From an optimization exercise on the open Yosys and OpenROAD flow, aimed at small area; shortcuts taken in it are not production practice. At most, simulation tests tie the RTL to the original design; equivalence was not proved. Only the layout flow was run in runs 4, 6 and 7; the RTL was not checked for function there. Power figures rest on the tool's default switching activity, not on a simulated workload.

<file path="flow/config.mk">
export PLATFORM = sky130hd
export DESIGN_NAME = txnum
export DESIGN_NICKNAME = txnum
export VERILOG_FILES = /design/flow/design.v
export SDC_FILE = /design/flow/constraint.sdc
export NUM_CORES = 4
export LEC_CHECK = 0
export ABC_AREA = 1
export CAP_MARGIN = 20
export CORE_MARGIN = 2
export CORE_UTILIZATION = 70
export SLEW_MARGIN = 20
</file>
<file path="flow/constraint.sdc">
create_clock -name core_clock -period 14.0 [get_ports {i_clk}]
set_input_delay 2.8000 -clock core_clock [delete_from_list [all_inputs] [get_ports {i_clk}]]
set_output_delay 2.8000 -clock core_clock [all_outputs]
set_load 0.01 [all_outputs]
</file>
<file path="flow/design.v">
module txnum #(
    parameter               I_CLK_FRQ = 96_000,
    parameter [20:0]        BAUD = 9600,
    parameter [0:0]         PARITY = 0,
    parameter [1:0]         STOP = 1,
    parameter [4:0]         RADIX = 10,
    parameter               SIZE = 32,
    parameter [4:0]         DIGITS = 0
) (
    input                   i_clk,
    input                   i_rst,
    input                   i_en,
    input signed [SIZE-1:0] i_data,
    output wire             o_tx,
    output wire             o_busy
);
    reg  [3:0] bd;
    wire tick = bd[3] & bd[1];
    wire [3:0] bd_inc = {bd[3] ^ (bd[2] & bd[1] & bd[0]), bd[2] ^ (bd[1] & bd[0]),
                         bd[1] ^ bd[0], ~bd[0]};
    always @(posedge i_clk)
        if (i_rst)      bd <= 4'd0;
        else if (tick)  bd <= 4'd1;
        else            bd <= bd_inc;
    localparam [1:0] S_IDLE = 2'd0, S_CALC = 2'd1, S_SIGN = 2'd2, S_SEND = 2'd3;
    reg  [1:0] st;
    assign o_busy = (st != S_IDLE);
    wire idle = (st == S_IDLE);
    reg  [3:0] u;
    reg  [1:0] ty;               
    wire       td = ty[1] & ~ty[0];
    wire       uidle = (u == 4'd15);
    wire [3:0] u_inc = {u[3] ^ (u[2] & u[1] & u[0]), u[2] ^ (u[1] & u[0]),
                        u[1] ^ u[0], ~u[0]};
    localparam [30:0] POL = 31'h2aaaaaaa;
    reg [30:0] w;
    wire [30:0] v = w ^ POL;
    reg  [4:0] ph;               
    reg        a0;               
    reg        ba;               
    reg  [3:0] m;                
    reg  [1:0] C;                
    wire       s = C[1];
    reg        G;                
    reg        Zh;               
    wire [4:0] ph_inc = {ph[4] ^ (ph[3] & ph[2] & ph[1] & ph[0]),
                         ph[3] ^ (ph[2] & ph[1] & ph[0]),
                         ph[2] ^ (ph[1] & ph[0]), ph[1] ^ ph[0], ~ph[0]};
    wire ph0  = (ph == 5'd0);
    wire ph30 = (ph == 5'd30);
    wire win    = td & ((u == 4'd10 & tick) | u == 4'd11 | u == 4'd12 | u == 4'd13);
    wire bstart = ph0 & win;
    wire bact   = ba | bstart;
    wire seen = C[0];
    wire vb   = v[0] ^ (s & seen);                   
    wire qa   = v[28] & ~(ph == 5'd1 | ph == 5'd2);  
    wire [2:0] cq;                                   
    wire [2:0] c1q;                                  
    wire q    = (ph == 5'd1) ? c1q[2] : cq[2];
    wire hb = bact ? q : vb;
    wire [2:0] hh = m[3:1];
    wire [2:0] hn;
    wire Gn = G | (hb & (ph >= 5'd5));
    wire ge10 = G | v[4] | (v[3] & (v[2] | v[1]));    
    assign hn[0] = (~hb & hh[0] & ~hh[1]) | (~bact & ~hh[0] & hh[1]) | (bact & hb & ~hh[0] & ~hh[1]) | (~bact & hb & hh[1]) | (~hb & ~hh[0] & hh[1]);
    assign hn[1] = (~hb & hh[2]) | (~hb & hh[0] & ~hh[1]) | (hb & ~hh[0] & hh[1]) | (bact & hh[2]) | (~bact & hb & ~hh[0] & ~hh[2]);
    assign hn[2] = (~hb & hh[0] & hh[1]) | (~bact & hb & hh[2]) | (bact & hb & hh[0] & ~hh[1]);
    assign cq[0] = (~v[0] & C[0]) | (~qa & C[1]) | (v[0] & C[1]) | (qa & C[0]) | (~v[0] & qa & ~C[1]);
    assign cq[1] = (~v[0] & qa & C[1]);
    assign cq[2] = (v[0] & ~qa & ~C[0]) | (~v[0] & qa & ~C[0]) | (~v[0] & ~qa & C[0]) | (v[0] & qa & C[0]);
    assign c1q[0] = (v[0] & hh[1]) | (~hh[0] & hh[1]) | (~v[0] & hh[0] & ~hh[1]);
    assign c1q[1] = (hh[2]) | (~v[0] & hh[0] & hh[1]);
    assign c1q[2] = (v[0] & ~hh[0]) | (~v[0] & hh[0]);
    genvar gi;
    wire [3:0] kk = ph[3:0];             
    wire k0  = ~(kk[3] | kk[2] | kk[1] | kk[0]);
    wire k10 = kk[3] & kk[1];
    wire [30:22] okk;
    wire [20:0] p5;
    assign p5[0] = 1'b1;
    assign p5[1] = 1'b0;
    assign p5[2] = (kk[0]);
    assign p5[3] = (kk[1]);
    assign p5[4] = (kk[1] & ~kk[2]) | (~kk[1] & kk[2]);
    assign p5[5] = (kk[3]) | (kk[0] & kk[1]) | (~kk[1] & kk[2]);
    assign p5[6] = (kk[3]) | (~kk[0] & ~kk[1] & kk[2]) | (kk[0] & kk[1] & ~kk[2]);
    assign p5[7] = (~kk[0] & kk[3]);
    assign p5[8] = (kk[3]) | (kk[1] & kk[2]);
    assign p5[9] = (~kk[0] & ~kk[1] & kk[2]);
    assign p5[10] = (kk[3]) | (~kk[0] & kk[1] & kk[2]) | (kk[0] & ~kk[1] & kk[2]);
    assign p5[11] = (kk[0] & kk[3]) | (~kk[0] & kk[1] & kk[2]) | (kk[0] & ~kk[1] & kk[2]);
    assign p5[12] = (kk[1] & kk[2]) | (~kk[0] & kk[3]);
    assign p5[13] = (kk[1] & kk[2]) | (~kk[0] & kk[3]);
    assign p5[14] = (kk[3]);
    assign p5[15] = (kk[3]);
    assign p5[16] = (kk[3]) | (kk[0] & kk[1] & kk[2]);
    assign p5[17] = 1'b0;
    assign p5[18] = (kk[3]);
    assign p5[19] = (kk[0] & kk[3]);
    assign p5[20] = (kk[0] & kk[3]);
    assign okk[22] = (~kk[3]) | (~kk[0]);
    assign okk[23] = (~kk[3]);
    assign okk[24] = (~kk[1] & ~kk[3]) | (kk[1] & ~kk[2]) | (~kk[0] & kk[2]);
    assign okk[25] = (~kk[1] & ~kk[3]) | (kk[1] & ~kk[2]);
    assign okk[26] = (~kk[2] & ~kk[3]) | (~kk[0] & ~kk[1] & kk[2]);
    assign okk[27] = (~kk[2] & ~kk[3]);
    assign okk[28] = (~kk[0] & ~kk[2] & ~kk[3]) | (~kk[1] & ~kk[2] & ~kk[3]);
    assign okk[29] = (~kk[1] & ~kk[2] & ~kk[3]);
    assign okk[30] = (~kk[0] & ~kk[1] & ~kk[2] & ~kk[3]);
    wire s_eff = s & ~k0;
    wire [21:0] g;
    assign g[0] = s_eff ? seen : 1'b1;
    assign g[1] = v[0] & g[0];
    generate for (gi = 1; gi < 21; gi = gi + 1) begin : g_cmp
        wire t = p5[gi] ^ ~s_eff;
        assign g[gi+1] = (v[gi] & g[gi]) | (v[gi] & t) | (g[gi] & t);
    end endgenerate
    wire [30:21] upo, upa;
    generate for (gi = 21; gi < 31; gi = gi + 1) begin : g_up
        wire ok = (gi == 21) ? 1'b1 : okk[gi];
        assign upo[gi] = ok & v[gi];
        assign upa[gi] = ~ok | v[gi];
    end endgenerate
    wire cmp = ~k10 & (s_eff ? (~g[21] | ~(&upa)) : (g[21] | (|upo)));
    reg f;
    always @(*) case (u)
        4'd6: f = 1'b0;
        4'd7: f = ty[1] ? (~ty[0] & m[0]) : ty[0];
        4'd8: f = ty[1] & (ty[0] | m[1]);
        4'd9: f = ty[1] ? (~ty[0] & m[2]) : ty[0];
        4'd10: f = ty[1] ? (ty[0] | m[3]) : ty[0];
        4'd11: f = ty[1] & ~ty[0];
        4'd12: f = ~(ty[1] & ty[0]);
        4'd13: f = 1'b0;
        4'd14: f = 1'b0;
        default: f = 1'b1;
    endcase
    assign o_tx = f;
    always @(posedge i_clk) begin
        if (i_rst) begin
            st <= S_IDLE;
            u  <= 4'd15;
        end else begin
            if (u == 4'd4 || (tick && !uidle)) u <= u_inc;
            else if (uidle && st == S_SIGN) begin
                u <= 4'd5; ty <= {1'b0, s};
            end else if (uidle && st == S_SEND) begin
                u <= 4'd4; ty <= {1'b1, ~Zh};
            end
            case (st)
            S_IDLE: if (i_en) st <= S_CALC;
            S_CALC: begin
                Zh <= ~k0;
                if (!cmp) st <= S_SIGN;
            end
            S_SIGN: st <= S_SEND;
            S_SEND: if (uidle && !Zh) st <= S_IDLE;
            endcase
        end
        if (idle) begin
            w  <= i_data[30:0] ^ POL;
            ph <= 5'd0;
            a0 <= 1'b1;
            ba <= 1'b0;
            C  <= {i_data[31], 1'b0};
            m  <= 4'd0;
            G  <= 1'b0;
        end else begin
            ph <= ph30 ? 5'd0 : ph_inc;
            w[28:0] <= v[29:1] ^ POL[28:0];
            w[29]   <= ((bact & ~ph0) ? q : v[30]) ^ POL[29];
            w[30]   <= (bact ? 1'b0 : (a0 ? vb : v[0])) ^ POL[30];
            if (ph30) a0 <= 1'b0;
            ba <= bact & ~ph30;
            if (a0) begin
                C[0] <= seen | v[0];
                if (ph0) m[0] <= vb;
                else     m[3:1] <= hn;
                G <= Gn;
            end else if (bact) begin
                if (ph0) begin
                    G <= 1'b0;
                    Zh <= ge10;
                end else if (ph == 5'd1) begin
                    C <= c1q[1:0];
                    m <= {3'd0, q};
                end else begin
                    C <= cq[1:0];
                    m[3:1] <= hn;
                    G <= Gn;
                end
            end
        end
    end
endmodule
</file>
<file path="flow/flow/run.sh">
#!/bin/bash
# Standard layout with these changes, none of which touches the registers:
# - synthesis without adder extraction, and an area-oriented ABC script
#   (deepsyn, choices, area mapping, twice) in place of ORFS's abc_area.script;
# - plain buf_1 cells as the port buffers;
# - one clock buffer level, no dummy loads.
set -euo pipefail
export ADDER_MAP_FILE=
export BUFFER_PORTS_ARGS="-buffer_cell sky130_fd_sc_hd__buf_1"
export CTS_ARGS="-sink_clustering_enable -repair_clock_nets -dont_use_dummy_load -sink_clustering_size 100 -sink_clustering_max_diameter 1000 -buf_list sky130_fd_sc_hd__clkbuf_4"
rm -rf scripts_abc
cp -r "$FLOW_HOME/scripts" scripts_abc
printf 'strash\n&get -n\n&deepsyn -T 20\n&put\ndch -f\namap\nstrash\n&get -n\n&deepsyn -T 20\n&put\ndch -f\namap\ntopo\n' > scripts_abc/abc_area.script
SCRIPTS_DIR="$PWD/scripts_abc" bash standard.sh synth > synth.log 2>&1
bash standard.sh > standard.log 2>&1
</file>
<file path="flow/standard.sh">
#!/bin/bash
# synth_recipe.tcl (not shown) runs the flow's synth.tcl, then flattens the netlist and writes it again
# the make line also repeats each setting of config.mk as NAME=value (left out here)
make -C /OpenROAD-flow-scripts/flow DESIGN_CONFIG=/design/flow/config.mk WORK_HOME=/design/flow/orfs CLKGATE_MAP_FILE= SYNTH_SCRIPT=/design/flow/synth_recipe.tcl "${@:-finish}"
</file>
==> impl_metrics.csv, run 1 <==
group,metric,value,unit
grt,antenna_found_initial,0,
drt,vias_per_cell,6.22,
place,port_buffers,36,
clock_tree,ctsLongestPathBuffers,2,
die,die-area,4510,um2
final_layout,drive_gt1_share,2.56,%
worst_setup_path,r2r_cells,36,
grt,grt_pass1_wl,11400,um
clock_tree,cts-root-buf,"clkbuf_4",
worst_setup_path,startpoint,"ph[1]",
place,hpwlAfterDp,5120,um
grt,grt_usage,34.0,%
worst_setup_path,slowest_stage,"dfxtp_1",
clock_tree,htree_num_levels,3,
final_layout,finish.instance_area,3070,um2
yosys,synth_top_area_share,39.4,%
die,dieHeight,67.2,um
sta,period_needed,5930,ps
min_path,min_to,"w[8]",
yosys,yosysTopAreaCell,"dfxtp_1",
yosys,ys.flop_type,"dfxtp_1",
yosys,ys.warnings.count,1,
yosys,synthArstFlopShare,0,%
drt,wl_met2,3430,um
run,cap_violations,0,
sta,max_clock_freq,169,MHz
sta,tightest_slew,664,ps
final_layout,synthToLayoutAreaGrowth,9.94,%
yosys,synth_cell_types,37,
die,rows,22,
yosys,ys_seq_area_share,42.6,%
sta,maxSlewHeadroom,55.4,%
sta,drv_slew,0,
yosys,synth_edf_count,3,
power_and_ir_drop,irDropWorstVdd,93.1,uV
worst_setup_path,crit_top_cell,"nor2_1",
place,gp_congestion,0.972,
die,boundaryPins,37,
sta,period_share,42.3,%
yosys,postSynthNetCount,418,
min_path,min_from,"w[9]",
worst_setup_path,crit_path_end_kind,"register",
drt,first_pass_iters,5,
yosys,avgSynthCellArea,7.30,um2
worst_setup_path,required,14340,ps
grt,overflow,0,
drt,first_iter_violations,268,
sta,grt_setup_unrepaired,"false",
yosys,synth_area,2800,um2
clock_tree,cts_tree,"built",
place,place_area,3010,um2
clock_tree,post_cts_buffers,0,
drt,top_layer,"met4",
grt,grt_pass1_vias,2690,
sta,setup-tns-final,0,ps
yosys,netlist_instances,383,
clock_tree,cts_made_buffers,9,
worst_setup_path,startpoint_type,"register",
drt,num_vias,2967,
min_path,hold_class,"register to register",
drt,wl_met1,2830,um
drt,drcViolationCount,0,
drt,dr_wl_met3,392,um
worst_setup_path,reg2reg_from,"ph[1]",
clock_tree,path_clk_slew,100,ps
power_and_ir_drop,powerDensity,113,nW/um2
worst_setup_path,reg2reg_slack,8070,ps
die,fp.dieW,67.2,um
grt,grt_max_degree,52,
sta,hold_viol,0,
worst_setup_path,criticalPathCategory,"register to register",
clock_tree,postCtsHoldBufs,0,
die,initial_core_util,74.7,%
power_and_ir_drop,power_leakage,1.13,nW
min_path,holdPathStages,1,
yosys,ys_top_cells_by_area,"dfxtp_1 39%, nor2_1 8.9%, clkinv_1 7.7%, o21ai_0 7.5%, nand2_1 6.7%",
drt,ant_nets,0,
worst_setup_path,worstPathArrival,6270,ps
die,coreArea,3740,um2
yosys,synth_seq_cells,58,
clock_tree,clkLatencyLatePin,400,ps
place,dp_slack,8260,ps
status,status,"no timing/DRC/antenna violations",
sta,setup_viol,0,
final_layout,final_nets,466,
worst_setup_path,critical_path_peak_fanout,7,
clock_tree,cts_sinks,58,
drt,routedWlPerCell,14.4,um
worst_setup_path,rr_endpoint,"st[1]",
sta,hold_ws,474,ps
sta,skew,24.4,ps
drt,wl,6880,um
final_layout,antenna_cells,0,
sta,timing.final.ws_setup,8070,ps
worst_setup_path,cp_slowest_stage_delay,450,ps
clock_tree,postCtsResizedCells,0,
==> where the power goes <==
part           switching (mW)  leakage (nW)  internal (mW)
Sequential             0.0129         0.485          0.181
Combinational          0.0441         0.605         0.0266
Clock                  0.0521        0.0414         0.0298
==> cell type report <==
type                            count  area, um2
Inverter                           57        214
Clock buffer                        9       67.6
Tap cell                           48       60.1
Multi-Input combinational cell    268       1400
Sequential cell                    58       1190
Timing Repair Buffer               37        143
Fill cell                         289        671
==> how the worst max path moves through the flow <==
stage / to / slack [ps] / cells past startpoint
after global placement: st[1] / 8550 / 35
after global routing: st[1] / 7290 / 36
after floorplan: o_busy / 8440 / 2
final: st[1] / 8070 / 36
after CTS: st[1] / 8240 / 36
after detailed placement: st[1] / 8260 / 36
==> logic make-up after synthesis <==
| kind of cell | after synthesis | share of synthesized area [%] |
|---|---|---|
| DFF | 58 | 42.6 |
| AOI/OAI and AO/OA | 126 | 29.0 |
| and+or+nand+nor | 142 | 20.8 |
| buffers and inverters | 57 | 7.65 |
==> state kept, by name, indices dropped and copies added, names as in the netlist <==
| name | count |
|---|---|
| C | 2 |
| Zh | 1 |
| ba | 1 |
| G | 1 |
| m | 4 |
| bd | 4 |
| st | 2 |
| ph | 5 |
| a0 | 1 |
| ty | 2 |
| w | 31 |
| u | 4 |
==> per-stage QoR <==
stage | total power, mW | util [%] | std cells
global placement | 0.263 | 80.3 | 468
detailed placement | 0.266 | 80.3 | 468
floorplan | 0.245 | - | 383
CTS | 0.346 | 82.1 | 477
global route | 0.366 | 82.1 | 477
finish | 0.347 | 82.1 | 477
==> cells in the mapped netlist, drive strengths merged (2+ instances only) <==
cell / count
o21ai: 42
nor4: 2
nor2: 66
o21a: 4
o32a: 2
nand2: 50
o221ai: 5
a31oi: 5
o22ai: 27
or2: 4
nand3: 6
a221oi: 2
edfxtp: 3
a22oi: 2
a221o: 2
a21oi: 12
nor3: 9
nor2b: 3
o32ai: 2
dfxtp: 55
clkinv: 57
o211ai: 7
o2111ai: 2
==> cell usage in the layout (no fill, tap or decap), drive strengths merged, types with 2 or more instances in the layout <==
master	n
dfxtp	55
clkbuf	9
o2111ai	2
o21ai	42
clkinv	57
nor3	9
o32a	2
a21oi	12
a31oi	5
o21a	4
o32ai	2
edfxtp	3
a22oi	2
o22ai	27
nor2b	3
o211ai	7
or2	4
nor2	66
a221oi	2
nand3	6
a221o	2
buf	37
o221ai	5
nand2	50
nor4	2
==> metal layers <==
layer / vias up / track usage [%]
li1: 1458 / -
met1: 1363 / 37.1
met2: 117 / 60.5
met3: 29 / 8.83
met4: 0 / 17.6
met5: - / 0
==> worst max-delay path: cells and delay by family (launching register included) <==
family,cells,cell delay [ps]
AND/OR/NAND/NOR,14,2220
AO/OA/AOI/OAI,17,2410
buffers and inverters,5,780
flip-flops,1,450
==> run 2, diff against run 1 <==
--- a/flow/flow/run.sh
+++ b/flow/flow/run.sh
@@ -8,5 +8,5 @@
 export ADDER_MAP_FILE=
 export BUFFER_PORTS_ARGS="-buffer_cell sky130_fd_sc_hd__buf_1"
-export CTS_ARGS="-sink_clustering_enable -repair_clock_nets -dont_use_dummy_load -sink_clustering_size 100 -sink_clustering_max_diameter 1000 -buf_list sky130_fd_sc_hd__clkbuf_4"
+export CTS_ARGS="-sink_clustering_enable -repair_clock_nets -dont_use_dummy_load -sink_clustering_size 100 -sink_clustering_max_diameter 1000 -buf_list sky130_fd_sc_hd__clkbuf_2 sky130_fd_sc_hd__clkbuf_4"
 rm -rf scripts_abc
 cp -r "$FLOW_HOME/scripts" scripts_abc
==> run 2 against run 1 <==
Against the previous run: the run now fails in clock tree synthesis (4_1_cts); synthesized cell count is the same; synthesized area unchanged.
==> impl_metrics.csv, run 2 <==
group,metric,value,unit
yosys,avgSynthCellArea,7.30,um2
place,place_area,3010,um2
yosys,yosysMostFrequentCell,"nor2_1",
die,boundaryPins,37,
place,hpwlAfterDp,5120,um
status,stop_error,"[ERROR STA-0564] clock_tree_synthesis positional arguments not supported.",
yosys,synth_top_area_share,39.4,%
yosys,ys_seq_area_share,42.6,%
place,port_buffers,36,
die,dieHeight,67.2,um
yosys,synth_cell_types,37,
yosys,ys.flop_type,"dfxtp_1",
yosys,postSynthNetCount,418,
yosys,netlist_instances,383,
yosys,synth_area,2800,um2
yosys,synthArstFlopShare,0,%
yosys,ys.warnings.count,1,
yosys,synth_edf_count,3,
yosys,ys_top_cells_by_area,"dfxtp_1 39%, nor2_1 8.9%, clkinv_1 7.7%, o21ai_0 7.5%, nand2_1 6.7%",
yosys,synthTopCellsByCount,"66 x nor2_1, 57 x clkinv_1, 55 x dfxtp_1",
die,rows,22,
status,status,"stopped before the end",
status,lastStage,"clock tree synthesis (4_1_cts)",
yosys,yosysTopAreaCell,"dfxtp_1",
die,fp.dieW,67.2,um
die,initial_core_util,74.7,%
yosys,synth_seq_cells,58,
place,gp_congestion,0.972,
==> run 2: through the flow <==
step | utilization, % | instances | hold WS (ps) | worst slack [ps]
floorplan | - | 383 | 434 | 8440
detailed placement | 80.3 | 468 | 454 | 8260
global placement | 80.3 | 468 | 441 | 8550
==> run 2: power groups by stage <==
stage / combinational [mW] / sequential (mW) / clock, mW
2_1_floorplan: 0.0518 / 0.193 / 0
3_5_place_dp: 0.0688 / 0.197 / 0
3_3_place_gp: 0.0656 / 0.197 / 0
==> run 2: cells by family after synthesis <==
group	Yosys count	share of synthesized area [%]
AOI/OAI and AO/OA	126	29.0
and+or+nand+nor	142	20.8
buffers and inverters	57	7.65
DFF	58	42.6
==> run 2: worst max-delay path by stage <==
stage / end / slack, ps / cells after the start
after floorplan: o_busy / 8440 / 2
after global placement: st[1] / 8550 / 35
after detailed placement: st[1] / 8260 / 36
==> run 3, diff against run 2 <==
==> flow/flow/run.sh (replaced) <==
#!/bin/bash
# The standard layout (ORFS with the standard flow's config.mk), with these changes,
# none of which touches the registers (same names, count and cell types as
# the standard synthesis):
# - synthesis without Yosys adder extraction (ADDER_MAP_FILE empty), and an
#   area-oriented ABC script in place of ORFS's abc_area.script: two rounds
#   of deepsyn, choices and area mapping, the last with more area-recovery
#   iterations;
# - plain buf_1 cells as the port buffers (every port still gets one);
# - TritonCTS with clkbuf_4 only, large sink clusters and no dummy loads.
# Each step's output goes to synth.log / standard.log here, and ORFS's own
# logs to orfs/logs.
set -euo pipefail
export ADDER_MAP_FILE=
export BUFFER_PORTS_ARGS="-buffer_cell sky130_fd_sc_hd__buf_1"
export CTS_ARGS="-sink_clustering_enable -repair_clock_nets -dont_use_dummy_load -sink_clustering_size 32 -sink_clustering_max_diameter 200 -sink_clustering_levels 1 -buf_list sky130_fd_sc_hd__clkbuf_4"
rm -rf scripts_abc
cp -r "$FLOW_HOME/scripts" scripts_abc
printf 'strash\n&get -n\n&deepsyn -J 100 -T 100\n&put\ndch -f\namap\nstrash\n&get -n\n&deepsyn -J 100 -T 100\n&put\ndch -f\namap -F 10 -A 30\ntopo\n' > scripts_abc/abc_area.script
SCRIPTS_DIR="$PWD/scripts_abc" bash standard.sh synth > synth.log 2>&1
bash standard.sh > standard.log 2>&1
==> run 3 against run 2 <==
Against the previous run: the run now finishes clean; synthesized cell count fell by 2.3%; synthesized area down 0.31%.
==> impl_metrics.csv, run 3 <==
group,metric,value,unit
min_path,min_from,"w[20]",
drt,first_pass_iters,5,
yosys,synth_top_family_by_area,"compound AO/OA/AOI/OAI gates",
drt,num_vias,2868,
clock_tree,cts_tree,"built",
drt,top_layer,"met4",
worst_setup_path,critical_path_peak_fanout,6,
yosys,avgSynthCellArea,7.45,um2
worst_setup_path,crit_path_end_kind,"register",
clock_tree,postCtsResizedCells,0,
worst_setup_path,reg2reg_slack,7820,ps
worst_setup_path,rr_endpoint,"st[0]",
grt,antenna_found_initial,0,
drt,routedWlPerCell,14.3,um
final_layout,n_fill_cell,262,
grt,overflow,0,
die,coreArea,3740,um2
clock_tree,htree_num_levels,3,
power_and_ir_drop,irDropWorstVdd,96.7,uV
yosys,ys_top_cells_by_area,"dfxtp_1 40%, o21ai_0 8.4%, nor2_1 7.7%, clkinv_1 7.3%, o22ai_1 5.6%",
die,rows,22,
yosys,synthArstFlopShare,0,%
sta,grt_setup_unrepaired,"false",
drt,vias_per_cell,6.13,
grt,grt_usage,32.8,%
yosys,synth_area,2790,um2
worst_setup_path,crit_family,"compound AO/OA/AOI/OAI gates",
sta,skew,29.9,ps
yosys,synth_top_area_share,39.5,%
final_layout,largest_reg_flops,31,
final_layout,synthToLayoutAreaGrowth,9.97,%
drt,dr_wl_met3,361,um
sta,period_share,44.1,%
power_and_ir_drop,power_leakage,1.12,nW
yosys,synth_compound_area_share,31.2,%
yosys,yosysMostFrequentCell,"nor2_1",
yosys,postSynthNetCount,409,
grt,grt_pass1_vias,2624,
yosys,ys.warnings.count,1,
sta,period_needed,6180,ps
drt,wl,6670,um
min_path,holdPathStages,1,
worst_setup_path,cp_slowest_stage_delay,450,ps
sta,setup-tns-final,0,ps
yosys,synth_xor_area_share,0,%
place,hpwlAfterDp,4930,um
worst_setup_path,criticalPathCategory,"register to register",
sta,hold_viol,0,
clock_tree,post_cts_buffers,0,
min_path,min_to,"w[19]",
place,port_buffers,36,
sta,setup_viol,0,
die,boundaryPins,37,
worst_setup_path,slowest_stage,"or4_1",
drt,ant_nets,0,
final_layout,final_common_cell,"nor2_1",
status,status,"no timing/DRC/antenna violations",
sta,tightest_slew,792,ps
clock_tree,ctsLongestPathBuffers,2,
yosys,synth_seq_cells,58,
die,die-area,4500,um2
die,fp.dieW,67.1,um
clock_tree,postCtsHoldBufs,0,
worst_setup_path,crit_buf_inv,4,
final_layout,drive_gt1_share,2.62,%
power_and_ir_drop,power.total,0.341,mW
final_layout,top_register,"w",
yosys,ys_seq_area_share,42.7,%
grt,grt_pass1_wl,10900,um
worst_setup_path,worstPathArrival,6430,ps
worst_setup_path,required,14260,ps
worst_setup_path,reg2reg_from,"ph[1]",
yosys,synth_cell_types,39,
place,place_area,3000,um2
final_layout,top_regs,"w (31), ph (5)",
clock_tree,path_clk_slew,80,ps
final_layout,antenna_cells,0,
sta,hold_ws,457,ps
place,gp_congestion,0.954,
clock_tree,cts_sinks,58,
clock_tree,cts_made_buffers,9,
final_layout,utilization,81.9,%
yosys,netlist_instances,374,
sta,max_clock_freq,162,MHz
yosys,synthAdderAreaFrac,0,%
run,cap_violations,0,
die,initial_core_util,74.4,%
yosys,ys.flop_type,"dfxtp_1",
yosys,synth_mux_area_share,0,%
yosys,synth_edf_count,3,
drt,first_iter_violations,201,
final_layout,layout_common_cells,"56 x nor2_1, 55 x dfxtp_1, 54 x clkinv_1, 47 x o21ai_0, 41 x nand2_1",
power_and_ir_drop,powerDensity,111,nW/um2
sta,maxSlewHeadroom,46.5,%
yosys,synth_simple_gate_area_share,18.8,%
worst_setup_path,startpoint_type,"register",
grt,grt_max_degree,50,
final_layout,final_nets,457,
drt,wl_met1,2880,um
final_layout,finish.instance_area,3060,um2
drt,drcViolationCount,0,
clock_tree,clkLatencyLatePin,400,ps
sta,drv_slew,0,
worst_setup_path,r2r_cells,32,
yosys,yosysTopAreaCell,"dfxtp_1",
drt,wl_met2,3340,um
die,dieHeight,67.1,um
min_path,hold_class,"register to register",
yosys,synthTopCellsByCount,"57 x nor2_1, 55 x dfxtp_1, 54 x clkinv_1",
clock_tree,cts-root-buf,"clkbuf_4",
## run 3: changes by cell type after synthesis, moves of 3 or more
cell | before | now
o21ai_0 | 42 | 47
nor2_1 | 66 | 57
o221ai_1 | 5 | 2
nand2_1 | 50 | 41
nor3_1 | 9 | 6
a21oi_1 | 12 | 16
clkinv_1 | 57 | 54
## run 3: worst max-delay path by stage
stage	from	endpoint	slack [ps]	depth (start not counted)
CTS	ph[2]	st[0]	7990	32
finish	ph[1]	st[0]	7820	32
global route	ph[2]	st[0]	7200	32
global placement	ph[1]	st[0]	8210	32
floorplan	st[1]	o_busy	8430	2
detailed placement	ph[1]	st[0]	7990	32
## run 3: layout make-up
| class | instances | area (um2) | area share (%) |
|---|---|---|---|
| clock buffer | 9 | 67.6 | 2.20 |
| inverter | 54 | 203 | 6.61 |
| multi-input combinational | 262 | 1400 | 45.7 |
| sequential | 58 | 1190 | 38.9 |
| tap | 48 | 60.1 | 1.96 |
| timing repair buffer | 37 | 143 | 4.65 |
## run 3: logic make-up after synthesis
group,after synthesis
flip-flops,58
AO/OA/AOI/OAI,137
buffers and inverters,54
AND/OR/NAND/NOR,125
## run 3: stage by stage
stage	instances	setup WS (ps)
global route	468	7200
floorplan	374	8430
global placement	459	8210
finish	468	7820
CTS	468	7990
detailed placement	459	7990
## run 3: layer usage
metal,global-route usage (%),vias up
li1,-,1446
met1,34.5,1315
met2,57.4,91
met3,11.8,16
met4,15.6,0
met5,0,-
## run 3: report_power, final
group | total, mW | internal (mW) | leakage [nW] | switching, mW
combinational | 0.0680 | 0.0265 | 0.599 | 0.0415
sequential | 0.195 | 0.181 | 0.485 | 0.0135
clock | 0.0787 | 0.0298 | 0.0414 | 0.0489
==> run 4, diff against run 3 <==
--- a/flow/design.v
+++ b/flow/design.v
@@ -152,4 +152,5 @@
             S_CALC: begin
                 Zh <= ~k0;
+                if (ph == 5'd1) G <= cmp;
                 if (!cmp) st <= S_SIGN;
             end
@@ -165,5 +166,4 @@
             C  <= {i_data[31], 1'b0};
             m  <= 4'd0;
-            G  <= 1'b0;
         end else begin
             ph <= ph30 ? 5'd0 : ph_inc;
@@ -177,5 +177,4 @@
                 if (ph0) m[0] <= vb;
                 else     m[3:1] <= hn;
-                G <= Gn;
             end else if (bact) begin
                 if (ph0) begin
--- a/flow/flow/run.sh
+++ b/flow/flow/run.sh
@@ -14,5 +14,5 @@
 export ADDER_MAP_FILE=
 export BUFFER_PORTS_ARGS="-buffer_cell sky130_fd_sc_hd__buf_1"
-export CTS_ARGS="-sink_clustering_enable -repair_clock_nets -dont_use_dummy_load -sink_clustering_size 32 -sink_clustering_max_diameter 200 -sink_clustering_levels 1 -buf_list sky130_fd_sc_hd__clkbuf_4"
+export CTS_ARGS="-sink_clustering_enable -repair_clock_nets -dont_use_dummy_load -sink_clustering_size 100 -sink_clustering_max_diameter 1000 -buf_list sky130_fd_sc_hd__clkbuf_4"
 rm -rf scripts_abc
 cp -r "$FLOW_HOME/scripts" scripts_abc
==> run 4 against run 3 <==
Against the previous run: largest cell class unchanged; die area is 1.9% higher; fmax increased by 25%; register-to-register slack gained 1200 ps; worst hold slack better by 5.2 ps; non-clock buffer count stayed put; sequential power about the same; cell count up 3.6%; sequential share of layout area decreased by 0.73 points; cell area grew 1.9%; critical endpoint unchanged; via count rose by 2.3%; critical path depth decreased by 4.
==> impl_metrics.csv, run 4 <==
group,metric,value,unit
sta,max_clock_freq,202,MHz
final_layout,largest_reg_flops,31,
clock_tree,cts_sinks,58,
sta,setup-tns-final,0,ps
worst_setup_path,cp_slowest_stage_delay,450,ps
final_layout,synthToLayoutAreaGrowth,9.86,%
die,die-area,4590,um2
final_layout,utilization,79.2,%
power_and_ir_drop,power_leakage,1.15,nW
die,boundaryPins,37,
worst_setup_path,required,14250,ps
grt,top_usage_layer,"met2",
die,initial_core_util,72.1,%
power_and_ir_drop,powerDensity,108,nW/um2
clock_tree,postCtsResizedCells,0,
grt,grt_pass1_vias,2447,
yosys,synthArstFlopShare,0,%
grt,grtUsageMet3,6.33,%
yosys,synth_xor_area_share,0,%
yosys,ys.warnings.count,1,
yosys,synthTopCellsByCount,"62 x clkinv_1, 62 x nor2_1, 55 x dfxtp_1",
clock_tree,cts_tree,"built",
power_and_ir_drop,swShare,29.6,%
clock_tree,cts_made_buffers,9,
yosys,synth_area,2840,um2
grt,grt_usage,30.9,%
die,rows,23,
yosys,synth_top_family_by_area,"compound AO/OA/AOI/OAI gates",
sta,timing.final.ws_setup,9050,ps
place,gp_congestion,0.969,
yosys,synth_top_area_share,38.7,%
drt,wl,6650,um
yosys,yosysTopAreaCell,"dfxtp_1",
final_layout,final_common_cell,"clkinv_1",
yosys,ys_seq_area_share,41.9,%
power_and_ir_drop,p_sw,0.0994,mW
die,fp.dieW,67.7,um
yosys,postSynthNetCount,424,
drt,drcViolationCount,0,
power_and_ir_drop,irDropWorstVdd,72.7,uV
grt,grt_pass1_wl,10600,um
yosys,ys_top_cells_by_area,"dfxtp_1 39%, o21ai_0 8.5%, clkinv_1 8.2%, nor2_1 8.2%, o22ai_1 6.8%",
place,port_buffers,36,
final_layout,antenna_cells,0,
sta,skew,22.5,ps
power_and_ir_drop,p_comb_share,18.7,%
sta,maxSlewHeadroom,56.4,%
status,status,"no timing/DRC/antenna violations",
die,dieHeight,67.7,um
grt,antenna_found_initial,0,
grt,use_met2,53.1,%
sta,hold_viol,0,
yosys,synth_simple_gate_area_share,19.2,%
clock_tree,post_cts_buffers,0,
yosys,synthAdderAreaFrac,0,%
place,dp_slack,9180,ps
final_layout,layout_common_cells,"62 x clkinv_1, 61 x nor2_1, 55 x dfxtp_1, 48 x o21ai_0, 37 x nand2_1",
clock_tree,postCtsHoldBufs,0,
final_layout,drive_gt1_share,2.53,%
worst_setup_path,worstPathArrival,5200,ps
run,cap_violations,0,
clock_tree,htree_num_levels,3,
power_and_ir_drop,internal_power,0.236,mW
clock_tree,path_clk_slew,80,ps
die,coreArea,3940,um2
drt,ant_nets,0,
worst_setup_path,startpoint_type,"register",
grt,overflow,0,
power_and_ir_drop,clkPwrFrac,23.6,%
place,place_area,3060,um2
clock_tree,ctsLongestPathBuffers,2,
sta,setup_viol,0,
final_layout,final_nets,472,
yosys,netlist_instances,389,
sta,period_share,35.3,%
grt,grt_max_degree,55,
place,dpl.cell_count,476,
sta,tightest_slew,648,ps
worst_setup_path,crit_path_end_kind,"register",
clock_tree,cts-root-buf,"clkbuf_4",
final_layout,top_register,"w",
yosys,synth_compound_area_share,30.7,%
drt,routedWlPerCell,13.7,um
sta,grt_setup_unrepaired,"false",
drt,vias_per_cell,6.05,
min_path,hold_class,"register to register",
power_and_ir_drop,seqPwrFrac,57.8,%
drt,num_vias,2933,
drt,first_pass_iters,5,
drt,first_iter_violations,245,
yosys,synth_mux_area_share,0,%
place,hpwlAfterDp,4900,um
final_layout,finish.instance_area,3120,um2
clock_tree,clkLatencyLatePin,380,ps
yosys,synth_seq_cells,58,
worst_setup_path,critical_path_peak_fanout,13,
worst_setup_path,criticalPathCategory,"register to register",
yosys,ys.flop_type,"dfxtp_1",
sta,drv_slew,0,
grt,grtUsageMet1,36.9,%
sta,period_needed,4950,ps
yosys,synth_edf_count,3,
final_layout,top_regs,"w (31), ph (5)",
yosys,synth_cell_types,39,
worst_setup_path,slowest_stage,"edfxtp_1",
yosys,avgSynthCellArea,7.31,um2
final_layout,final_cells,485,
run 4: cell type report:
class	count	area (um2)
Sequential cell	58	1190
Fill cell	307	820
Timing Repair Buffer	37	143
Inverter	62	233
Multi-Input combinational cell	269	1430
Clock buffer	9	67.6
Tap cell	50	62.6
run 4: metrics by stage:
| stage | hold WS, ps | total power, mW |
|---|---|---|
| global route | 474 | 0.354 |
| global placement | 449 | 0.257 |
| floorplan | 433 | 0.241 |
| CTS | 463 | 0.335 |
| detailed placement | 454 | 0.258 |
| finish | 462 | 0.336 |
run 4: routing by layer:
layer	vias to the layer above	part of all wire (%)
met1	1323	44
met5	-	0
li1	1487	-
met2	106	49
met3	17	4.8
met4	0	2.0
run 4: power by group through the flow:
stage / clock network, mW / logic (mW) / registers, mW
5_1_grt: 0.0870 / 0.0709 / 0.196
6_report: 0.0792 / 0.0627 / 0.194
3_3_place_gp: 0 / 0.0596 / 0.197
4_1_cts: 0.0802 / 0.0615 / 0.194
3_5_place_dp: 0 / 0.0610 / 0.197
2_1_floorplan: 0 / 0.0472 / 0.193
run 4: final timing paths:
kind	start	endpoint	depth (start not counted)	slack [ps]
hold / removal	w[22]	w[21]	1	460
setup / recovery	C[1]	st[0]	28	9050
hold reg to reg	w[22]	w[21]	1	460
setup reg to reg	C[1]	st[0]	28	9050
run 4: logic make-up (layout without fill, tap and decap cells):
family | count (synthesis) | after routing
compound gates | 140 | 140
buf+inv | 62 | 108
flops | 58 | 58
simple gates | 129 | 129
run 4: worst max-delay path, delay by kind of cell (launching register included):
| kind | cells | cell delay (ps) |
|---|---|---|
| and+or+nand+nor | 12 | 1930 |
| buffers and inverters | 3 | 750 |
| DFF | 1 | 450 |
| AOI/OAI and AO/OA | 13 | 1710 |
==> run 5, diff against run 4 <==
--- a/flow/design.v
+++ b/flow/design.v
@@ -152,5 +152,4 @@
             S_CALC: begin
                 Zh <= ~k0;
-                if (ph == 5'd1) G <= cmp;
                 if (!cmp) st <= S_SIGN;
             end
@@ -166,4 +165,5 @@
             C  <= {i_data[31], 1'b0};
             m  <= 4'd0;
+            G  <= 1'b0;
         end else begin
             ph <= ph30 ? 5'd0 : ph_inc;
@@ -177,4 +177,5 @@
                 if (ph0) m[0] <= vb;
                 else     m[3:1] <= hn;
+                G <= Gn;
             end else if (bact) begin
                 if (ph0) begin
==> run 5 against run 4 <==
Against the previous run: still clean on timing, DRC and antenna; clock skew grew 7.4 ps; fmax shrank 20%; register-to-register slack lost 1200 ps; worst setup slack lost 1200 ps; critical path type unchanged; critical endpoint unchanged.
==> impl_metrics.csv, run 5 <==
group,metric,value,unit
grt,grt_usage,32.8,%
yosys,avgSynthCellArea,7.45,um2
worst_setup_path,criticalPathCategory,"register to register",
clock_tree,postCtsHoldBufs,0,
die,fp.dieW,67.1,um
yosys,ys_top_cells_by_area,"dfxtp_1 40%, o21ai_0 8.4%, nor2_1 7.7%, clkinv_1 7.3%, o22ai_1 5.6%",
worst_setup_path,reg2reg_slack,7820,ps
clock_tree,postCtsResizedCells,0,
clock_tree,cts_tree,"built",
worst_setup_path,crit_path_end_kind,"register",
die,initial_core_util,74.4,%
grt,antenna_found_initial,0,
yosys,postSynthNetCount,409,
drt,vias_per_cell,6.13,
grt,grt_max_degree,50,
yosys,ys.flop_type,"dfxtp_1",
sta,grt_setup_unrepaired,"false",
final_layout,multi_input_area,1400,um2
yosys,synth_seq_cells,58,
worst_setup_path,r2r_cells,32,
final_layout,synthToLayoutAreaGrowth,9.97,%
power_and_ir_drop,power_leakage,1.12,nW
power_and_ir_drop,powerDensity,111,nW/um2
yosys,yosysMostFrequentCell,"nor2_1",
yosys,synthTopCellsByCount,"57 x nor2_1, 55 x dfxtp_1, 54 x clkinv_1",
sta,setup-tns-final,0,ps
place,hpwlAfterDp,4930,um
sta,setup_viol,0,
sta,period_needed,6180,ps
place,port_buffers,36,
final_layout,largest_reg_flops,31,
place,place_area,3000,um2
grt,grt_pass1_wl,10900,um
clock_tree,cts-root-buf,"clkbuf_4",
final_layout,utilization,81.9,%
worst_setup_path,crit_family,"compound AO/OA/AOI/OAI gates",
yosys,synth_cell_types,39,
worst_setup_path,slowest_stage,"or4_1",
die,coreArea,3740,um2
min_path,hold_class,"register to register",
worst_setup_path,crit_cells,32,
final_layout,layout_common_cells,"56 x nor2_1, 55 x dfxtp_1, 54 x clkinv_1, 47 x o21ai_0, 41 x nand2_1",
yosys,synthArstFlopShare,0,%
drt,wl,6670,um
run,cap_violations,0,
drt,ant_nets,0,
clock_tree,cts_made_buffers,9,
sta,period_share,44.1,%
place,dp_slack,7990,ps
grt,overflow,0,
final_layout,drive_gt1_share,2.62,%
grt,grt_pass1_vias,2624,
sta,maxSlewHeadroom,46.5,%
yosys,netlist_instances,374,
power_and_ir_drop,irDropWorstVdd,96.7,uV
worst_setup_path,cp_slowest_stage_delay,450,ps
die,rows,22,
sta,hold_viol,0,
yosys,synth_edf_count,3,
clock_tree,ctsLongestPathBuffers,2,
yosys,ys_seq_area_share,42.7,%
drt,first_pass_iters,5,
clock_tree,path_clk_slew,80,ps
yosys,ys.warnings.count,1,
final_layout,register_area,1190,um2
final_layout,final_nets,457,
drt,routedWlPerCell,14.3,um
worst_setup_path,critical_path_peak_fanout,6,
clock_tree,post_cts_buffers,0,
clock_tree,cts_sinks,58,
min_path,holdPathStages,1,
die,dieHeight,67.1,um
yosys,synth_area,2790,um2
status,status,"no timing/DRC/antenna violations",
die,boundaryPins,37,
clock_tree,htree_num_levels,3,
drt,first_iter_violations,201,
final_layout,finish.instance_area,3060,um2
final_layout,final_common_cell,"nor2_1",
sta,timing.final.ws_setup,7820,ps
sta,drv_slew,0,
worst_setup_path,startpoint_type,"register",
drt,num_vias,2868,
final_layout,top_register,"w",
yosys,yosysTopAreaCell,"dfxtp_1",
worst_setup_path,worstPathArrival,6430,ps
worst_setup_path,required,14260,ps
final_layout,n_fill_cell,262,
sta,max_clock_freq,162,MHz
final_layout,antenna_cells,0,
worst_setup_path,crit_buf_inv,4,
drt,drcViolationCount,0,
sta,skew,29.9,ps
place,gp_congestion,0.954,
yosys,synth_top_area_share,39.5,%
sta,tightest_slew,792,ps
final_layout,top_regs,"w (31), ph (5)",
clock_tree,clkLatencyLatePin,400,ps
die,die-area,4500,um2
[run 5: through the flow]
step	power (mW)	hold slack, ps	std cells
6_report	0.341	457	468
5_1_grt	0.361	473	468
4_1_cts	0.342	463	468
3_5_place_dp	0.264	458	459
3_3_place_gp	0.262	452	459
2_1_floorplan	0.245	434	374
[run 5: logic make-up (layout without fill, tap and decap cells)]
kind of cell    Yosys count  in the layout  synth area share (%)
simple gates            125            125                  18.8
compound gates          137            137                  31.2
flops                    58             58                  42.7
buf+inv                  54            100                  7.27
[run 5: power breakdown]
part	internal (mW)	leakage, nW	switching [mW]	total, mW
sequential	0.181	0.485	0.0135	0.195
combinational	0.0265	0.599	0.0415	0.0680
clock	0.0298	0.0414	0.0489	0.0787
[run 5: worst paths after layout]
check | from | to
hold / removal | w[20] | w[19]
setup / recovery | ph[1] | st[0]
setup reg to reg | ph[1] | st[0]
hold reg to reg | w[20] | w[19]
[run 5: final cells by class]
cell class                 instances  share of cell area, %
multi-input combinational        262                   45.7
sequential                        58                   38.9
inverter                          54                   6.61
timing repair buffer              37                   4.65
clock buffer                       9                   2.20
tap                               48                   1.96
[run 5: metal layers]
layer  global-route usage [%]  up-vias  share of wire [%]
met1                     34.5     1315                 43
met2                     57.4       91                 50
met3                     11.8       16                5.4
met4                     15.6        0                1.5
met5                        0        -                  0
li1                         -     1446                  -
[run 5: worst reg2reg max path, delay by kind of cell, from the launching register on]
kind / cells / cell delay (ps)
buf+inv: 4 / 700
compound gates: 17 / 2670
simple gates: 11 / 2280
flops: 1 / 430
==> run 6, diff against run 5 <==
--- a/flow/design.v
+++ b/flow/design.v
@@ -23,5 +23,5 @@
         else if (tick)  bd <= 4'd1;
         else            bd <= bd_inc;
-    localparam [1:0] S_IDLE = 2'd0, S_CALC = 2'd1, S_SIGN = 2'd2, S_SEND = 2'd3;
+    localparam [1:0] S_IDLE = 2'd0, S_CALC = 2'd1, S_SEND = 2'd3;
     reg  [1:0] st;
     assign o_busy = (st != S_IDLE);
@@ -142,8 +142,8 @@
             u  <= 4'd15;
         end else begin
-            if (u == 4'd4 || (tick && !uidle)) u <= u_inc;
-            else if (uidle && st == S_SIGN) begin
-                u <= 4'd5; ty <= {1'b0, s};
-            end else if (uidle && st == S_SEND) begin
+            if (st == S_CALC && !cmp && (uidle || (u == 4'd14 && tick))) begin
+                u <= 4'd4; ty <= {1'b0, s};
+            end else if (u == 4'd4 || (tick && !uidle)) u <= u_inc;
+            else if (uidle && st == S_SEND) begin
                 u <= 4'd4; ty <= {1'b1, ~Zh};
             end
@@ -152,7 +152,6 @@
             S_CALC: begin
                 Zh <= ~k0;
-                if (!cmp) st <= S_SIGN;
+                if (!cmp) st <= S_SEND;
             end
-            S_SIGN: st <= S_SEND;
             S_SEND: if (uidle && !Zh) st <= S_IDLE;
             endcase
==> run 6 against run 5 <==
Against the previous run: clock skew decreased by 16 ps; global-route usage about the same; cell area increased by 1.1%; count of clock-buffer cells in the layout unchanged; largest cell class unchanged; worst hold slack improved by 11 ps; sequential share of layout area decreased by 0.44 points; first-iteration DRC count increased by 42%.
==> impl_metrics.csv, run 6 <==
group,metric,value,unit
final_layout,drive_gt1_share,2.52,%
power_and_ir_drop,powerDensity,108,nW/um2
final_layout,top_register,"w",
final_layout,final_nets,474,
die,boundaryPins,37,
drt,first_iter_violations,286,
worst_setup_path,crit_top_cell,"nor2_1",
sta,hold_viol,0,
place,hpwlAfterDp,5240,um
grt,antenna_found_initial,0,
min_path,min_to,"bd[3]",
grt,grt_pass1_wl,11100,um
yosys,synth_seq_cells,58,
sta,drv_slew,0,
worst_setup_path,startpoint_type,"register",
drt,first_pass_iters,5,
power_and_ir_drop,power.total,0.336,mW
grt,grt_max_degree,54,
sta,grt_setup_unrepaired,"false",
drt,num_vias,2996,
final_layout,antenna_cells,0,
grt,top_usage_layer,"met2",
clock_tree,cts_made_buffers,9,
yosys,ys.flop_type,"dfxtp_1",
min_path,holdPathStages,1,
worst_setup_path,criticalPathCategory,"register to register",
yosys,postSynthNetCount,426,
min_path,hold_class,"register to register",
clock_tree,postCtsHoldBufs,0,
yosys,synth_area,2820,um2
run,cap_violations,0,
sta,period_needed,5790,ps
die,coreArea,3940,um2
final_layout,largest_reg_flops,31,
worst_setup_path,critical_path_peak_fanout,12,
sta,max_clock_freq,173,MHz
clock_tree,path_clk_slew,90,ps
yosys,yosysTopAreaCell,"dfxtp_1",
die,initial_core_util,71.5,%
grt,use_met2,51.1,%
final_layout,n_fill_cell,317,
yosys,synth_top_area_share,39.1,%
worst_setup_path,required,14080,ps
die,fp.dieW,67.5,um
worst_setup_path,r2r_cells,31,
drt,vias_per_cell,6.15,
yosys,synth_cell_types,32,
worst_setup_path,worstPathArrival,5870,ps
power_and_ir_drop,irDropWorstVdd,94.3,uV
yosys,ys_seq_area_share,42.3,%
worst_setup_path,cp_slowest_stage_delay,520,ps
clock_tree,htree_num_levels,3,
grt,grt_usage,32.8,%
grt,grtUsageMet1,43.2,%
drt,drcViolationCount,0,
final_layout,top_regs,"w (31), ph (5)",
sta,period_share,41.4,%
status,status,"no timing/DRC/antenna violations",
sta,skew,14.2,ps
yosys,avgSynthCellArea,7.21,um2
drt,ant_nets,0,
drt,routedWlPerCell,14.4,um
sta,setup_viol,0,
worst_setup_path,rr_endpoint,"ty[1]",
die,rows,23,
final_layout,final_common_cell,"nor2_1",
yosys,ys_top_cells_by_area,"dfxtp_1 39%, o21ai_0 9.1%, nor2_1 8.7%, clkinv_1 7.6%, o22ai_1 5.5%",
final_layout,layout_common_cells,"64 x nor2_1, 57 x clkinv_1, 55 x dfxtp_1, 51 x o21ai_0",
yosys,synthArstFlopShare,0,%
grt,grt_pass1_vias,2527,
place,port_buffers,36,
yosys,synth_edf_count,3,
worst_setup_path,reg2reg_from,"C[1]",
clock_tree,ctsLongestPathBuffers,2,
yosys,yosysMostFrequentCell,"nor2_1",
power_and_ir_drop,power_leakage,1.13,nW
sta,tightest_slew,665,ps
sta,maxSlewHeadroom,55.4,%
sta,setup-tns-final,0,ps
worst_setup_path,slowest_stage,"edfxtp_1",
drt,wl,7030,um
final_layout,synthToLayoutAreaGrowth,9.94,%
yosys,netlist_instances,391,
worst_setup_path,reg2reg_slack,8210,ps
die,die-area,4550,um2
clock_tree,post_cts_buffers,0,
die,dieHeight,67.5,um
yosys,ys.warnings.count,1,
clock_tree,clkLatencyLatePin,400,ps
worst_setup_path,crit_path_end_kind,"register",
clock_tree,cts_tree,"built",
grt,grtUsageMet3,10.3,%
clock_tree,postCtsResizedCells,0,
clock_tree,cts-root-buf,"clkbuf_4",
grt,overflow,0,
yosys,synthTopCellsByCount,"65 x nor2_1, 57 x clkinv_1, 55 x dfxtp_1",
place,gp_congestion,0.963,
clock_tree,cts_sinks,58,
min_path,min_from,"bd[3]",
run 6: cell count changes after synthesis, sizes merged, moves of 4 or more:
cell / previous run / this run
nor3: 6 / 16
nor2: 57 / 65
a31oi: 5 / 9
nand2: 41 / 36
a21oi: 16 / 28
o21ai: 47 / 51
run 6: metrics by stage:
step | utilization, % | std cells | cell area [um2] | setup WS [ps] | hold slack (ps)
2_1_floorplan | - | 391 | 2820 | 8270 | 432
3_5_place_dp | 76.9 | 478 | 3030 | 8350 | 451
3_3_place_gp | 76.9 | 478 | 3030 | 8570 | 446
4_1_cts | 78.6 | 487 | 3100 | 8330 | 472
6_report | 78.6 | 487 | 3100 | 8210 | 468
5_1_grt | 78.6 | 487 | 3100 | 7670 | 484
run 6: how the worst max path moves through the flow:
stage                     start      to  cells past startpoint
after global placement     C[1]   ty[0]                     31
after detailed placement   C[1]   ty[1]                     31
final                      C[1]   ty[1]                     31
after floorplan           st[1]  o_busy                      2
after global routing       C[1]   ty[1]                     31
after CTS                  C[1]   ty[1]                     31
run 6: area by class of cell:
cell class / count / area, um2 / share of cell area, %
clock buffer: 9 / 67.6 / 2.18
inverter: 57 / 214 / 6.90
multi-input combinational: 276 / 1420 / 45.9
sequential: 58 / 1190 / 38.4
tap: 50 / 62.6 / 2.02
timing repair buffer: 37 / 143 / 4.60
run 6: where the power goes:
group	internal, mW	switching (mW)
sequential	0.180	0.0126
combinational	0.0236	0.0378
clock	0.0297	0.0520
run 6: cells by family (layout without fill, tap and decap cells):
family                 count (synthesis)  count (layout)  synth area share, %
AO/OA/AOI/OAI                        145             145                 30.9
AND/OR/NAND/NOR                      131             131                 19.3
flip-flops                            58              58                 42.3
buffers and inverters                 57             103                 7.59
run 6: critical path: cells and delay by family (launching register included):
family	cells	cell delay [ps]
AOI/OAI and AO/OA	17	2330
buffers and inverters	2	610
DFF	1	520
and+or+nand+nor	12	1990
run 6: metal layers:
layer / share of wire (%) / vias to the layer above / wire, um
met2: 45 / 128 / 3160
li1: - / 1489 / -
met3: 9.0 / 12 / 632
met5: 0 / - / 0
met4: 1.3 / 0 / 93
met1: 45 / 1367 / 3150
==> run 7, diff against run 6 <==
--- a/flow/design.v
+++ b/flow/design.v
@@ -23,5 +23,5 @@
         else if (tick)  bd <= 4'd1;
         else            bd <= bd_inc;
-    localparam [1:0] S_IDLE = 2'd0, S_CALC = 2'd1, S_SEND = 2'd3;
+    localparam [1:0] S_IDLE = 2'd0, S_CALC = 2'd1, S_SIGN = 2'd2, S_SEND = 2'd3;
     reg  [1:0] st;
     assign o_busy = (st != S_IDLE);
@@ -30,5 +30,5 @@
     reg  [1:0] ty;               
     wire       td = ty[1] & ~ty[0];
-    wire       uidle = (u == 4'd15);
+    wire       uidle = (u == 4'd12);
     wire [3:0] u_inc = {u[3] ^ (u[2] & u[1] & u[0]), u[2] ^ (u[1] & u[0]),
                         u[1] ^ u[0], ~u[0]};
@@ -49,5 +49,5 @@
     wire ph0  = (ph == 5'd0);
     wire ph30 = (ph == 5'd30);
-    wire win    = td & ((u == 4'd10 & tick) | u == 4'd11 | u == 4'd12 | u == 4'd13);
+    wire win    = td & ((u == 4'd7 & tick) | u == 4'd8 | u == 4'd9 | u == 4'd10);
     wire bstart = ph0 & win;
     wire bact   = ba | bstart;
@@ -125,13 +125,13 @@
     reg f;
     always @(*) case (u)
-        4'd6: f = 1'b0;
-        4'd7: f = ty[1] ? (~ty[0] & m[0]) : ty[0];
-        4'd8: f = ty[1] & (ty[0] | m[1]);
-        4'd9: f = ty[1] ? (~ty[0] & m[2]) : ty[0];
-        4'd10: f = ty[1] ? (ty[0] | m[3]) : ty[0];
-        4'd11: f = ty[1] & ~ty[0];
-        4'd12: f = ~(ty[1] & ty[0]);
-        4'd13: f = 1'b0;
-        4'd14: f = 1'b0;
+        4'd3:  f = 1'b0;
+        4'd4:  f = ty[1] ? (~ty[0] & m[0]) : ty[0];
+        4'd5:  f = ty[1] & (ty[0] | m[1]);
+        4'd6:  f = ty[1] ? (~ty[0] & m[2]) : ty[0];
+        4'd7:  f = ty[1] ? (ty[0] | m[3]) : ty[0];
+        4'd8:  f = ty[1] & ~ty[0];
+        4'd9:  f = ~(ty[1] & ty[0]);
+        4'd10: f = 1'b0;
+        4'd11: f = 1'b0;
         default: f = 1'b1;
     endcase
@@ -140,11 +140,11 @@
         if (i_rst) begin
             st <= S_IDLE;
-            u  <= 4'd15;
+            u  <= 4'd12;
         end else begin
-            if (st == S_CALC && !cmp && (uidle || (u == 4'd14 && tick))) begin
-                u <= 4'd4; ty <= {1'b0, s};
-            end else if (u == 4'd4 || (tick && !uidle)) u <= u_inc;
-            else if (uidle && st == S_SEND) begin
-                u <= 4'd4; ty <= {1'b1, ~Zh};
+            if (u == 4'd1 || (tick && !uidle)) u <= u_inc;
+            else if (uidle && st == S_SIGN) begin
+                u <= 4'd2; ty <= {1'b0, s};
+            end else if (uidle && st == S_SEND) begin
+                u <= 4'd1; ty <= {1'b1, ~Zh};
             end
             case (st)
@@ -152,6 +152,7 @@
             S_CALC: begin
                 Zh <= ~k0;
-                if (!cmp) st <= S_SEND;
+                if (!cmp) st <= S_SIGN;
             end
+            S_SIGN: st <= S_SEND;
             S_SEND: if (uidle && !Zh) st <= S_IDLE;
             endcase
==> run 7 against run 6 <==
Against the previous run: still clean; count of clock-buffer cells in the layout did not move; via count fell by 2.7%; first-iteration DRC count fell by 22%; sequential power is essentially flat; critical path depth up 2; highest routed layer unchanged.
==> impl_metrics.csv, run 7 <==
group,metric,value,unit
sta,max_clock_freq,195,MHz
die,coreArea,3940,um2
clock_tree,cts_sinks,58,
drt,drcViolationCount,0,
final_layout,drive_gt1_share,2.56,%
place,dp_slack,8950,ps
worst_setup_path,worstPathArrival,5490,ps
die,fp.dieW,67.5,um
clock_tree,cts-root-buf,"clkbuf_4",
power_and_ir_drop,power_leakage,1.09,nW
clock_tree,cts_made_buffers,9,
sta,period_share,36.7,%
clock_tree,path_clk_slew,90,ps
yosys,synth_cell_types,34,
clock_tree,ctsLongestPathBuffers,2,
sta,setup-tns-final,0,ps
yosys,synth_edf_count,3,
power_and_ir_drop,swShare,30.3,%
yosys,netlist_instances,384,
sta,hold_viol,0,
final_layout,layout_common_cells,"63 x nor2_1, 60 x clkinv_1, 55 x dfxtp_1, 46 x o21ai_0",
clock_tree,post_cts_buffers,0,
worst_setup_path,r2r_cells,33,
min_path,min_to,"w[7]",
final_layout,final_nets,467,
yosys,ys.flop_type,"dfxtp_1",
drt,wl,6660,um
yosys,synth_seq_cells,58,
final_layout,n_fill_cell,294,
sta,drv_slew,0,
yosys,avgSynthCellArea,7.35,um2
power_and_ir_drop,p_comb_share,17.8,%
grt,grt_max_degree,54,
power_and_ir_drop,p_sw,0.101,mW
worst_setup_path,crit_top_cell,"nor2_1",
power_and_ir_drop,internal_power,0.233,mW
yosys,synth_top_area_share,39.0,%
worst_setup_path,rr_endpoint,"st[0]",
drt,num_vias,2916,
yosys,ys_seq_area_share,42.2,%
grt,grt_pass1_vias,2533,
die,boundaryPins,37,
die,rows,23,
clock_tree,cts_tree,"built",
worst_setup_path,cp_slowest_stage_delay,380,ps
yosys,synthTopCellsByCount,"64 x nor2_1, 60 x clkinv_1, 55 x dfxtp_1",
sta,tightest_slew,706,ps
worst_setup_path,startpoint_type,"register",
drt,first_iter_violations,223,
grt,antenna_found_initial,0,
worst_setup_path,reg2reg_slack,8860,ps
drt,vias_per_cell,6.08,
worst_setup_path,crit_path_end_kind,"register",
min_path,holdPathStages,1,
die,dieHeight,67.5,um
min_path,hold_class,"register to register",
worst_setup_path,reg2reg_from,"ph[3]",
sta,period_needed,5140,ps
yosys,synthArstFlopShare,0,%
drt,routedWlPerCell,13.9,um
sta,grt_setup_unrepaired,"false",
worst_setup_path,slowest_stage,"dfxtp_1",
sta,setup_viol,0,
place,gp_congestion,0.912,
clock_tree,clkLatencyLatePin,410,ps
worst_setup_path,crit_family,"compound AO/OA/AOI/OAI gates",
yosys,yosysMostFrequentCell,"nor2_1",
run,cap_violations,0,
final_layout,largest_reg_flops,31,
final_layout,finish.instance_area,3100,um2
grt,overflow,0,
clock_tree,htree_num_levels,3,
power_and_ir_drop,clkPwrFrac,25.0,%
place,place_area,3040,um2
drt,ant_nets,0,
place,port_buffers,36,
grt,grt_usage,31.5,%
worst_setup_path,critical_path_peak_fanout,12,
final_layout,synthToLayoutAreaGrowth,9.92,%
die,die-area,4560,um2
worst_setup_path,crit_buf_inv,3,
clock_tree,postCtsResizedCells,0,
final_layout,antenna_cells,0,
final_layout,top_register,"w",
yosys,synth_area,2820,um2
power_and_ir_drop,seqPwrFrac,57.3,%
final_layout,final_common_cell,"nor2_1",
die,initial_core_util,71.6,%
worst_setup_path,required,14350,ps
place,hpwlAfterDp,4910,um
worst_setup_path,criticalPathCategory,"register to register",
grt,grt_pass1_wl,10700,um
sta,maxSlewHeadroom,52.7,%
power_and_ir_drop,power.total,0.335,mW
drt,first_pass_iters,5,
clock_tree,postCtsHoldBufs,0,
power_and_ir_drop,irDropWorstVdd,75.1,uV
final_layout,top_regs,"w (31), ph (5)",
yosys,ys_top_cells_by_area,"dfxtp_1 39%, nor2_1 8.5%, o21ai_0 8.2%, clkinv_1 8.0%, o22ai_1 5.8%",
yosys,postSynthNetCount,419,
sta,skew,20.3,ps
power_and_ir_drop,powerDensity,108,nW/um2
min_path,min_from,"w[8]",
yosys,yosysTopAreaCell,"dfxtp_1",
sta,timing.final.ws_setup,8860,ps
status,status,"no timing/DRC/antenna violations",
yosys,ys.warnings.count,1,
## run 7: cell count changes after synthesis, sizes merged, moves of 4 or more
| cell | change |
|---|---|
| a21oi | -5 |
| a221oi | +4 |
| a31oi | -5 |
| nor3 | -7 |
| o21ai | -5 |
| or2 | +4 |
## run 7: cells by family (layout without fill, tap and decap cells)
family | after synthesis | after routing | share of synthesized area [%]
compound gates | 141 | 141 | 31.4
buf+inv | 60 | 106 | 7.98
simple gates | 125 | 125 | 18.4
flops | 58 | 58 | 42.2
## run 7: power groups by stage
stage / clock, mW / combinational, mW / sequential [mW]
3_5_place_dp: 0 / 0.0585 / 0.195
5_1_grt: 0.0901 / 0.0676 / 0.193
6_report: 0.0836 / 0.0594 / 0.192
2_1_floorplan: 0 / 0.0448 / 0.191
3_3_place_gp: 0 / 0.0568 / 0.195
4_1_cts: 0.0834 / 0.0588 / 0.191
## run 7: stage by stage
step | utilization [%] | hold slack, ps | instances
floorplan | - | 433 | 384
finish | 78.7 | 459 | 480
global placement | 77.0 | 449 | 471
detailed placement | 77.0 | 457 | 471
global route | 78.7 | 475 | 480
CTS | 78.7 | 460 | 480
## run 7: how the worst max path moves through the flow
stage | slack (ps) | from | to | cells past startpoint
floorplan | 8280 | st[1] | o_busy | 2
global placement | 9270 | ph[3] | st[0] | 33
detailed placement | 8950 | ph[3] | st[0] | 33
CTS | 8860 | st[1] | o_busy | 4
global route | 8200 | ph[3] | st[0] | 28
finish | 8860 | ph[3] | st[0] | 33
## run 7: layout make-up
type                       count  area (um2)  area share (%)
multi-input combinational    266        1420            45.6
inverter                      60         225            7.26
timing repair buffer          37         143            4.59
clock buffer                   9        67.6            2.18
sequential                    58        1190            38.4
tap                           50        62.6            2.02
## run 7: routing by layer
metal	up-vias	global-route usage [%]	part of all wire, %
li1	1471	-	-
met1	1313	37.5	44
met2	105	53.2	48
met3	27	5.67	5.0
met4	0	17.6	2.7
met5	-	0	0

-- separate check: timing with driven ports --
No port has a modelled driver above. Below, the same layouts with a new extraction and two added sets of constraints. Step 1: set_driving_cell puts a clkbuf_16 on i_clk and a buf_2 on each other input, an assumption about the parent block. Step 2, shift: input delay + t, output delay - t, t = (earliest + latest rising clock arrival at the registers) / 2. This alone moves slack from input paths to output paths. a / b / c = ideal ports / drivers / drivers and shift; a / b = the first two.
run	t (ns)	setup WS [ns]	latest minus earliest clock arrival (ns)	slew at the worst register clock pin (ns)
run 1	0.408	8.071 / 8.071 / 8.071	0.024 / 0.025	0.10 / 0.10
run 3	0.410	7.824 / 7.824 / 7.824	0.030 / 0.030	0.10 / 0.10
run 4	0.394	9.052 / 9.051 / 9.051	0.024 / 0.024	0.09 / 0.09
run 5	0.410	7.824 / 7.824 / 7.824	0.030 / 0.030	0.10 / 0.10
run 6	0.420	8.210 / 8.210 / 8.210	0.016 / 0.016	0.09 / 0.09
run 7	0.424	8.863 / 8.839 / 8.863	0.020 / 0.020	0.10 / 0.10
After both steps every run listed still meets setup and hold. The setup slack of run 4, which loses most, moves by -0.001 ns with the drivers and by -0.001 ns with both steps.
